What follows belongs to an exercise in optimizing a design on an open flow for small area, a short achievable clock period and few clock cycles; a production flow would make more cautious choices.
Only simulation tests tie the RTL to the original design; equivalence was not proved.
No activity file was given, so power comes from the tool's default toggle rates.

== main ==
## elc3_core
module elc3_core
(
    input   logic           clk,
    input   logic           reset,
    input   logic           run,
    input   logic           cont,
    input   logic           step,
    input   logic   [15:0]  start_pc,
    output  logic           halted,
    output  logic           paused,
    output  logic           invalid_op,
    output  logic   [15:0]  pc,
    output  logic   [15:0]  ir,
    output  logic   [15:0]  mem_addr,
    output  logic           mem_oe,
    output  logic           mem_we,
    output  logic   [15:0]  mem_wdata,
    input   logic   [15:0]  mem_rdata,
    input   logic   [7:0]   key_data,
    input   logic           key_valid,
    input   logic           disp_ready,
    output  logic           disp_we,
    output  logic   [7:0]   disp_data
);
    logic s_halt, s_f, s_e, s_p, s_ml, s_ms, s_mi, s_mt, s_inv;
    logic n_halt, n_f, n_e, n_p, n_ml, n_ms, n_mi, n_mt, n_inv;
    logic [15:0] PC, A, IR, WD;
    logic [7:0][15:0] R;
    logic N, Z, P;
    assign P = ~N & ~Z;
    logic [2:0] pdr;         
    logic       pst;         
    logic       oe, we, dwe, haltf;
    logic [1:0] rsel;        
    logic io_hi, io_kbsr, io_kbdr, io_dsr, io_ddr, io_halt, io_any;
    assign io_hi   = A[15:9] == 7'h7F;
    assign io_kbsr = io_hi & A[8:0] == 9'h000;
    assign io_kbdr = io_hi & A[8:0] == 9'h002;
    assign io_dsr  = io_hi & A[8:0] == 9'h004;
    assign io_ddr  = io_hi & A[8:0] == 9'h006;
    assign io_halt = io_hi & A[8:0] == 9'h1FF;
    assign io_any  = io_hi & ((A[8:3] == 6'd0 & ~A[0]) | A[8:0] == 9'h1FF);
    assign oe    = ~s_ms & ~io_any;
    assign we    = s_ms & ~io_any;
    assign dwe   = s_ms & io_ddr;
    assign haltf = io_halt;
    assign rsel  = io_kbdr ? 2'd2 : io_dsr ? 2'd3 : (io_kbsr | io_ddr | io_halt) ? 2'd1 : 2'd0;
    logic       kbsr, dsr;
    assign halted     = s_halt;
  ...
export LEC_CHECK = 0
export ABC_AREA = 1
export CAP_MARGIN = 20
export CORE_MARGIN = 2
export CORE_UTILIZATION = 55
export CTS_CLUSTER_DIAMETER = 80
export CTS_CLUSTER_SIZE = 24
export PLACE_DENSITY = 0.72
export SLEW_MARGIN = 20
export TNS_END_PERCENT = 100
create_clock -name core_clock -period 10.0 [get_ports {clk}]
standard.sh (not shown) runs the stock make flow with config.mk's settings and CLKGATE_MAP_FILE= SYNTH_SCRIPT=/design/flow/synth_recipe.tcl, a recipe that flattens the netlist after the stock synthesis.
==> flow/flow/run.sh <==
#!/bin/bash
set -euo pipefail
export SETUP_SLACK_MARGIN=5.6
export BUFFER_PORTS_ARGS="-buffer_cell sky130_fd_sc_hd__buf_2"
bash standard.sh > standard.log 2>&1
Testbench counts of main, summed over its fixed seeds: cycles 232,092.
What the feature branch does differently from main at the input level:
- changing CTS_CLUSTER_SIZE from 24 to 28
- changing CTS_CLUSTER_DIAMETER from 80 to 90
--- outcome ---
- As far as via count is concerned, the feature branch and main perform about the same.
- Per the comparison of the feature branch with main, average wire per standard cell shows an increase of 0.10 um; residual antenna-violating net count after detailed routing shows no meaningful change; total global routing track utilization shows no meaningful change; layout inverter count without the clock tree shows a reduction of 0.33%.
- Relative to main, the wire length on met2 of the feature branch is higher by about 1.2%.
- As of the feature branch, total area of multi-input combinational cells had fallen slightly compared to main.
- Compared the feature branch vs main, and clock-buffer cell count is down in the feature branch.
- On area growth from synthesis to layout, the feature branch tracks main almost exactly.
- The higher final critical delay including setup and external delays of the feature branch and main is in the feature branch.
- The final design utilization on main is in line with that on the feature branch.
- The feature branch finished every step from synthesis to the final layout, and the layout passed the timing, design-rule and antenna checks.

* * *

## pepper
Another version of the RTL of elc3_core (not shown whole).
Size: about 2000 cells after synthesis, ~210 flip-flops, about 15000 um^2 of cells after synthesis.
clock: 10.0 ns
lec_check: 0
abc_area: 1
cap_margin: 20
core_margin: 2
core_utilization: 40
place_density: 0.6
slew_margin: 20
tns_end_percent: 100
Scripts as last shown in full above: flow/flow/run.sh
pepper ran to completion and came out clean on the timing, design-rule and antenna checks.
Testbench counts of pepper, summed over its fixed seeds: cycles 232,092.
[inputs] raven vs pepper
- TNS_END_PERCENT removed (was 100)
==> flow/run.sh (new file) <==
#!/bin/bash
# synth_recipe.tcl (not shown) runs the flow's synth.tcl, then flattens the netlist and writes it again
# the make line also repeats each setting of config.mk as NAME=value (left out here)
make -C /OpenROAD-flow-scripts/flow DESIGN_CONFIG=/design/flow/config.mk WORK_HOME=/design/flow/orfs CLKGATE_MAP_FILE= SYNTH_SCRIPT=/design/flow/synth_recipe.tcl finish
removed: flow/flow/run.sh
removed: flow/standard.sh
Results
In raven, overall track demand over capacity in global routing is lower than in pepper. In raven, amount of wire on met3 after detailed routing is lower than in pepper. Comparing total length of routed met2 wires for raven and pepper, the bigger number came from pepper. Relative to pepper, final area has decreased by 1500 um^2 in raven. The clock latency on the worst-skew pair number comes out lower for raven vs pepper. From pepper to raven the numbers moved as follows: worst path arrival time moved up; proportion of final cell area spent on non-clock buffers moved down. Lower sequential share of layout area among raven and pepper: pepper. raven has wire length below what pepper had. [raven] part of the total power dissipated in the clock network rose 3.4 points relative to pepper. Between raven and pepper, average wire length per cell after detail routing is lower for raven, pepper comes in above that.

* * *

job 3045:
RTL: one of the versions met above, not the one the previous note started from.
For scale: ~220 flip-flops, about 0.015 mm^2 of cells after synthesis.
Settings: LEC_CHECK=0, ABC_AREA=1, CAP_MARGIN=20, CORE_MARGIN=2, CORE_UTILIZATION=55, PLACE_DENSITY=0.72, SLEW_MARGIN=20, TNS_END_PERCENT=100; clock period 10.0 ns.
==> flow/flow/run.sh <==
#!/bin/bash
set -euo pipefail
export SETUP_SLACK_MARGIN=5.8
export BUFFER_PORTS_ARGS="-buffer_cell sky130_fd_sc_hd__buf_2"
bash standard.sh > standard.log 2>&1
Testbench counts of job 3045, summed over its fixed seeds: cycles 232,092.
Input-level comparison between job 6304 and job 3045:
- TNS_END_PERCENT: 100 -> 0
==> flow/flow/run.sh <==
#!/bin/bash
set -euo pipefail
export SETUP_SLACK_MARGIN=5.6
export BUFFER_PORTS_ARGS="-buffer_cell sky130_fd_sc_hd__buf_2"
bash standard.sh > standard.log 2>&1
### Flow results
- Across job 3045 and job 6304, the outcome is the same: a clean finish for every run.
- Job 6304: global-route usage is 0.47 points lower than what job 3045 reported.
- Summary of job 6304 over job 3045: number of non-clock inverters in the layout decreased 0.65%; final cell count without fillers decreased 25; clock network power share increased 0.5 points; net switching fraction of the power decreased 0.40 points.
- In the tables for job 3045 and job 6304, sequential share of layout area reads lower with job 3045.
- Sort job 3045 and job 6304 by final non-filler cell area desc -> top: job 3045
- Delta (job 6304 minus job 3045): utilization shrank by 2.2 points, worst-case reg-to-reg path depth grew by 3.0%, fmax shrank by 2.2%, post-layout total power shrank by 2.4%.
[inputs] job 2622 vs job 6304
- PLACE_DENSITY changed from 0.72 to 0.6
- CORE_UTILIZATION changed from 55 to 40
- TNS_END_PERCENT changed from 0 to 100
Results
- Having completed the whole flow, job 2622 delivered a layout that passed the timing, design-rule and antenna checks.
- Final area ends up higher on job 2622.
- Comparing job 6304 with job 2622, the maximum clock frequency came out essentially unchanged.
- Compared to job 6304, job 2622 has number of cells traversed by the worst register-to-register path 17 lower.
- On first-iteration DRC count, job 2622 does better than job 6304.
- Looking at die outline height, job 2622 sits about 17% higher than job 6304 does.
- Clock-buffer cell count shrinks by a few percent when moving from job 6304 to job 2622.
[inputs] job 2052 vs job 2622
- swapping 20 for 5 in SLEW_MARGIN
- swapping 0.6 for 0.72 in PLACE_DENSITY
- swapping 20 for 5 in CAP_MARGIN
- swapping 40 for 55 in CORE_UTILIZATION
==> comparison <==
Measured against each other, job 2622 and job 2052 differ in die area, the higher figure coming from job 2622.
Cmp job 2052 vs job 2622: worst clock skew higher in job 2052
Uppermost signal routing layer after detailed routing = met5: job 2052; uppermost signal routing layer after detailed routing = met4: job 2622
Taking job 2622 as the reference, in job 2052 met2 wire length went down 1600 um; worst hold slack went down 9.3 ps; final period utilization went up 0.19 points; footprint of the multi-input gates went down 2.8%.
Compared with job 2622, job 2052 ends up with a smaller final cell area.
### job 2052 -> job 3677
- CTS_BUF_LIST: unset -> sky130_fd_sc_hd__clkbuf_4
- PLACE_DENSITY: 0.72 -> 0.6
- CAP_MARGIN: 5 -> 20
- CORE_UTILIZATION: 55 -> 40
- SLEW_MARGIN: 5 -> 20
- Core util | job 3677 vs job 2052 | job 3677 lower
- Run comparison: job 2052 cell type of the slowest stage on the worst timing path sky130_fd_sc_hd__nor3b_1; job 3677 cell type of the slowest stage on the worst timing path sky130_fd_sc_hd__edfxtp_1
- Between job 3677 and job 2052, it is job 3677 whose number of buffers inserted to repair setup after CTS is higher, by 2.
- [compare] base=job 2052 new=job 3677: minimum setup slack among reg-to-reg paths roughly the same; number of buffers and inverters on the critical path grew by 1; weighted congestion at the end of routability-driven global placement went down about 7%.
- The worst-case setup margin in the final layout on job 3677 is in line with that on job 2052.
- Between job 3677 and job 2052, area of the die is higher for job 3677, job 2052 comes in under that.
- Measured against job 2052, the maximum ir drop on the vdd rail of job 3677 comes out at 0.62 times the reference value.
- Total length of routed wires was lower in the run labelled job 2052.
- Launching element of the worst setup path = reset: job 2052; launching element of the worst setup path = sr2a[0]: job 3677
- Per the comparison of job 3677 with job 2052, final period utilization now sits at about the same level, internal cell power has decreased.
Here is what was changed in the inputs of job 9824 compared with job 3677.
- swapping 0.6 for 0.72 in PLACE_DENSITY
- swapping 40 for 55 in CORE_UTILIZATION
- clearing CTS_BUF_LIST, which used to be sky130_fd_sc_hd__clkbuf_4
- swapping 100 for 25 in TNS_END_PERCENT
## What came out
For job 9824 and job 3677, there was not a single run that failed to finish clean.
Against job 3677, job 9824 comes in 6.8 points higher on global router's overall resource usage.
Diff job 3677 -> job 9824 | setup slack | decrease of 15 ps
Changes observed in job 9824 relative to job 3677: number of multi-input combinational cells in the layout held, total design power down about 1.2%.

* * *

== build 2 ==
elc3_core again, from the RTL that the note above started with.
// elc3_core
module elc3_core
(
    input   logic           clk,
    input   logic           reset,
    input   logic           run,
    input   logic           cont,
    input   logic           step,
    input   logic   [15:0]  start_pc,
    output  logic           halted,
    output  logic           paused,
    output  logic           invalid_op,
    output  logic   [15:0]  pc,
    output  logic   [15:0]  ir,
    output  logic   [15:0]  mem_addr,
    output  logic           mem_oe,
    output  logic           mem_we,
    output  logic   [15:0]  mem_wdata,
    input   logic   [15:0]  mem_rdata,
    input   logic   [7:0]   key_data,
    input   logic           key_valid,
    input   logic           disp_ready,
    output  logic           disp_we,
    output  logic   [7:0]   disp_data
);
    logic s_halt, s_f, s_e, s_p, s_ml, s_ms, s_mi, s_mt, s_inv;
    logic n_halt, n_f, n_e, n_p, n_ml, n_ms, n_mi, n_mt, n_inv;
    logic [15:0] PC, A, IR, WD;
    logic [7:0][15:0] R;
    logic N, Z, P;
    assign P = ~N & ~Z;
    logic [2:0] pdr;         
    logic       pst;         
    logic       oe, we, dwe, haltf;
    logic [1:0] rsel;        
  ...
==> flow/config.mk <==
export PLATFORM = sky130hd
export DESIGN_NAME = elc3_core
export DESIGN_NICKNAME = elc3_core
export VERILOG_FILES = /design/flow/design.v
export SDC_FILE = /design/flow/constraint.sdc
export NUM_CORES = 4
export LEC_CHECK = 0
export ABC_AREA = 1
export CAP_MARGIN = 20
export CORE_MARGIN = 2
export CORE_UTILIZATION = 60
export PLACE_DENSITY = 0.75
export SLEW_MARGIN = 20
export TNS_END_PERCENT = 100
==> flow/constraint.sdc <==
create_clock -name core_clock -period 10.0 [get_ports {clk}]
set_input_delay 2.0000 -clock core_clock [delete_from_list [all_inputs] [get_ports {clk}]]
set_output_delay 2.0000 -clock core_clock [all_outputs]
set_load 0.01 [all_outputs]
==> flow/flow/run.sh <==
#!/bin/bash
set -euo pipefail
export SETUP_SLACK_MARGIN=5.6
export BUFFER_PORTS_ARGS="-buffer_cell sky130_fd_sc_hd__buf_2"
bash standard.sh > standard.log 2>&1
No stage failed in build 2, and the final checks on the layout all came back clean.
Testbench counts of build 2, summed over its fixed seeds: cycles 232,092.
Inputs modified between build 2 and build 12:
- swapping 0.75 for 0.85 in PLACE_DENSITY
- swapping 60 for 70 in CORE_UTILIZATION
### Flow results
Build 12: all stages complete, timing, DRC and antenna checks passed
Total of fill cells in the finished design: build 12 vs build 2 down 35%
Critical path depth in build 12 is 3 below build 2.
| all-layer global routing usage | build 12 vs build 2 | 8.9 points higher |
For build 88, these inputs were changed with respect to build 12:
- CTS_CLUSTER_SIZE: unset -> 32
- CORE_UTILIZATION: 70 -> 55
- PLACE_DENSITY: 0.85 -> 0.72
- CTS_CLUSTER_DIAMETER: unset -> 60
==> comparison <==
The final reports for build 88 and build 12 show standard-cell row count higher in the former. Re antenna cell count: build 88 and build 12 aren't equal, and the lower value belongs to build 88. Compared with build 12, in build 88 net switching fraction of the power down 0.30 points, post-detailed-routing wire length shrank by 7300 um, relative contribution of the clock network to total power lost 0.3 points, maximum number of pins on one net before global-route repair now larger.

* * *

## exp/maple
Another version of the RTL of elc3_core (not shown whole).
For scale: roughly 2,100 cells after synthesis, roughly 220 flip-flops, about 16,000 um2 of cells after synthesis.
export LEC_CHECK = 0
export ABC_AREA = 1
export CAP_MARGIN = 20
export CORE_MARGIN = 2
export CORE_UTILIZATION = 40
export PLACE_DENSITY = 0.6
export SLEW_MARGIN = 20
export TNS_END_PERCENT = 100
create_clock -name core_clock -period 10.0 [get_ports {clk}]
==> flow/flow/run.sh <==
#!/bin/bash
set -euo pipefail
export SETUP_SLACK_MARGIN=5
export BUFFER_PORTS_ARGS="-buffer_cell sky130_fd_sc_hd__buf_2"
bash standard.sh > standard.log 2>&1
Testbench counts of exp/maple, summed over its fixed seeds: cycles 232,092.
## Diff of input files: exp/harbor against exp/maple
Settings: a deleted TNS_END_PERCENT that had been 100.
==> flow/run.sh (new file) <==
#!/bin/bash
# synth_recipe.tcl (not shown) runs the flow's synth.tcl, then flattens the netlist and writes it again
# the make line also repeats each setting of config.mk as NAME=value (left out here)
make -C /OpenROAD-flow-scripts/flow DESIGN_CONFIG=/design/flow/config.mk WORK_HOME=/design/flow/orfs CLKGATE_MAP_FILE= SYNTH_SCRIPT=/design/flow/synth_recipe.tcl finish
removed: flow/flow/run.sh
removed: flow/standard.sh
--- outcome ---
- Across exp/maple and exp/harbor, none had a timing, DRC or antenna violation.
- On total wirelength of the detailed-routed design, exp/maple and exp/harbor are neck and neck.
- Run comparison: exp/maple worst setup path endpoint A[12]$_DFF_P_; exp/harbor worst setup path endpoint mem_we
- The run showing the smaller total vias in the final route is exp/maple.
- A slowest cell on the critical path of sky130_fd_sc_hd__nor3_1 is what exp/maple shows, while sky130_fd_sc_hd__nor2_1 belongs to exp/harbor.
- Looking at final hold slack, exp/harbor sits 0.0034 ns below exp/maple.
- exp/harbor ended up with A[13]$_DFF_P_ as its source of the critical timing path; exp/maple ended up with pd_imm[3]$_DFFE_PP_.
- On exp/harbor: fraction of met3 tracks used by global routing is 0.32 points higher than what exp/maple gave.
## Diff of input files: exp/willow against exp/harbor
Settings: setting TNS_END_PERCENT to 100 for the first time; setting SETUP_SLACK_MARGIN to 5 for the first time.
==> notes.md <==
Period utilization in exp/willow vs exp/harbor: down 8.3 points. Relative to exp/harbor, the total power measured on exp/willow has increased slightly. Of exp/harbor and exp/willow, the run reporting the higher post-CTS resize count was exp/willow. Minimum clock period came out lower on exp/willow than on exp/harbor.

* * *

## R
elc3_core, a different RTL version from the one above (not shown whole).
Size in the first run: about 130 I/O pins, ~16000 sq um of cells after synthesis.
Settings: LEC_CHECK=0, ABC_AREA=1, CAP_MARGIN=20, CORE_MARGIN=2, CORE_UTILIZATION=40, PLACE_DENSITY=0.6, SLEW_MARGIN=20, TNS_END_PERCENT=100; clock period 10.0 ns.
==> flow/flow/run.sh <==
#!/bin/bash
set -euo pipefail
export SETUP_SLACK_MARGIN=6.5
export BUFFER_PORTS_ARGS="-buffer_cell sky130_fd_sc_hd__buf_4"
bash standard.sh > standard.log 2>&1
Testbench counts of R, summed over its fixed seeds: cycles 232,092.
Edits applied to the flow inputs when going from R to Q:
Settings: SETUP_SLACK_MARGIN now 5, previously not set.
==> flow/run.sh (new file) <==
#!/bin/bash
# synth_recipe.tcl (not shown) runs the flow's synth.tcl, then flattens the netlist and writes it again
# the make line also repeats each setting of config.mk as NAME=value (left out here)
make -C /OpenROAD-flow-scripts/flow DESIGN_CONFIG=/design/flow/config.mk WORK_HOME=/design/flow/orfs CLKGATE_MAP_FILE= SYNTH_SCRIPT=/design/flow/synth_recipe.tcl finish
removed: flow/flow/run.sh
removed: flow/standard.sh
Notes after the runs:
- The run showing the greater largest stage delay on the critical path is Q.
- The run showing the greater filler cell count is Q.
- sky130_fd_sc_hd__edfxtp_1 as the critical path's slowest cell was reported by R, and sky130_fd_sc_hd__dfxtp_1 by Q.
- Cmp Q vs R: layout-stage area growth over the synthesis result lower in Q
- Cell count after placement came out higher on Q than on R.
- Looking at count of buffering cells on the critical path with inverters included, Q sits above R.

re-timing with driven ports:
No port has a modelled driver above. Below, the same layouts with a new extraction and two added sets of constraints.
Step 1 (the two cells are an assumption about what drives the block):
set clk [get_ports {clk}]
set_driving_cell -lib_cell sky130_fd_sc_hd__clkbuf_16 $clk
set_driving_cell -lib_cell sky130_fd_sc_hd__buf_2 [delete_from_list [all_inputs] $clk]
Step 2 moves the port delays by t, midway between the first and last clock arrival at a register: inputs arrive t later, outputs are due t later. That takes back most of the time a late clock gives input paths.
Slacks: ideal ports / drivers / drivers and shift; pairs: ideal ports / drivers.
run | t, ns | setup slack, ns | worst setup path at the end | clock arrival spread, ns | worst data-port slew with drivers (ns)
main | 0.544 | 5.729 / 5.729 / 5.255 | input to register | 0.025 / 0.025 | 0.05
the feature branch | 0.540 | 5.653 / 5.687 / 5.147 | input to register | 0.038 / 0.038 | 0.05
pepper | 0.618 | 5.207 / 5.207 / 5.207 | register to register | 0.025 / 0.026 | 0.04
raven | 0.615 | 3.713 / 3.713 / 3.713 | register to register | 0.010 / 0.010 | 0.06
job 3045 | 0.613 | 5.803 / 5.803 / 5.342 | input to register | 0.011 / 0.012 | 0.05
job 6304 | 0.607 | 5.710 / 5.741 / 5.139 | input to register | 0.023 / 0.022 | 0.05
job 2622 | 0.604 | 5.721 / 5.721 / 5.311 | input to register | 0.013 / 0.014 | 0.05
job 2052 | 0.613 | 5.702 / 5.712 / 5.125 | input to register | 0.019 / 0.019 | 0.05
job 3677 | 0.791 | 5.702 / 5.687 / 5.069 | input to register | 0.047 / 0.047 | 0.05
job 9824 | 0.613 | 5.687 / 5.723 / 5.110 | input to register | 0.020 / 0.020 | 0.05
build 2 | 0.592 | 5.684 / 5.684 / 5.201 | input to register | 0.020 / 0.020 | 0.04
build 12 | 0.590 | 5.384 / 5.384 / 5.024 | input to register | 0.020 / 0.020 | 0.05
build 88 | 0.587 | 5.634 / 5.634 / 5.176 | input to register | 0.017 / 0.017 | 0.05
exp/maple | 0.607 | 5.325 / 5.295 / 4.847 | input to register | 0.019 / 0.019 | 0.06
exp/harbor | 0.623 | 4.333 / 4.282 / 4.415 | register to register | 0.030 / 0.030 | 0.06
exp/willow | 0.622 | 5.160 / 5.108 / 4.587 | input to register | 0.028 / 0.028 | 0.06
R | 0.635 | 5.765 / 5.765 / 5.659 | input to register | 0.016 / 0.016 | 0.05
Q | 0.637 | 5.157 / 5.100 / 4.692 | input to register | 0.021 / 0.021 | 0.04
After both steps setup and hold are still met in every run listed. For job 3677, which loses most, drivers alone change the setup slack by -0.015 ns; drivers and shift together by -0.633 ns.
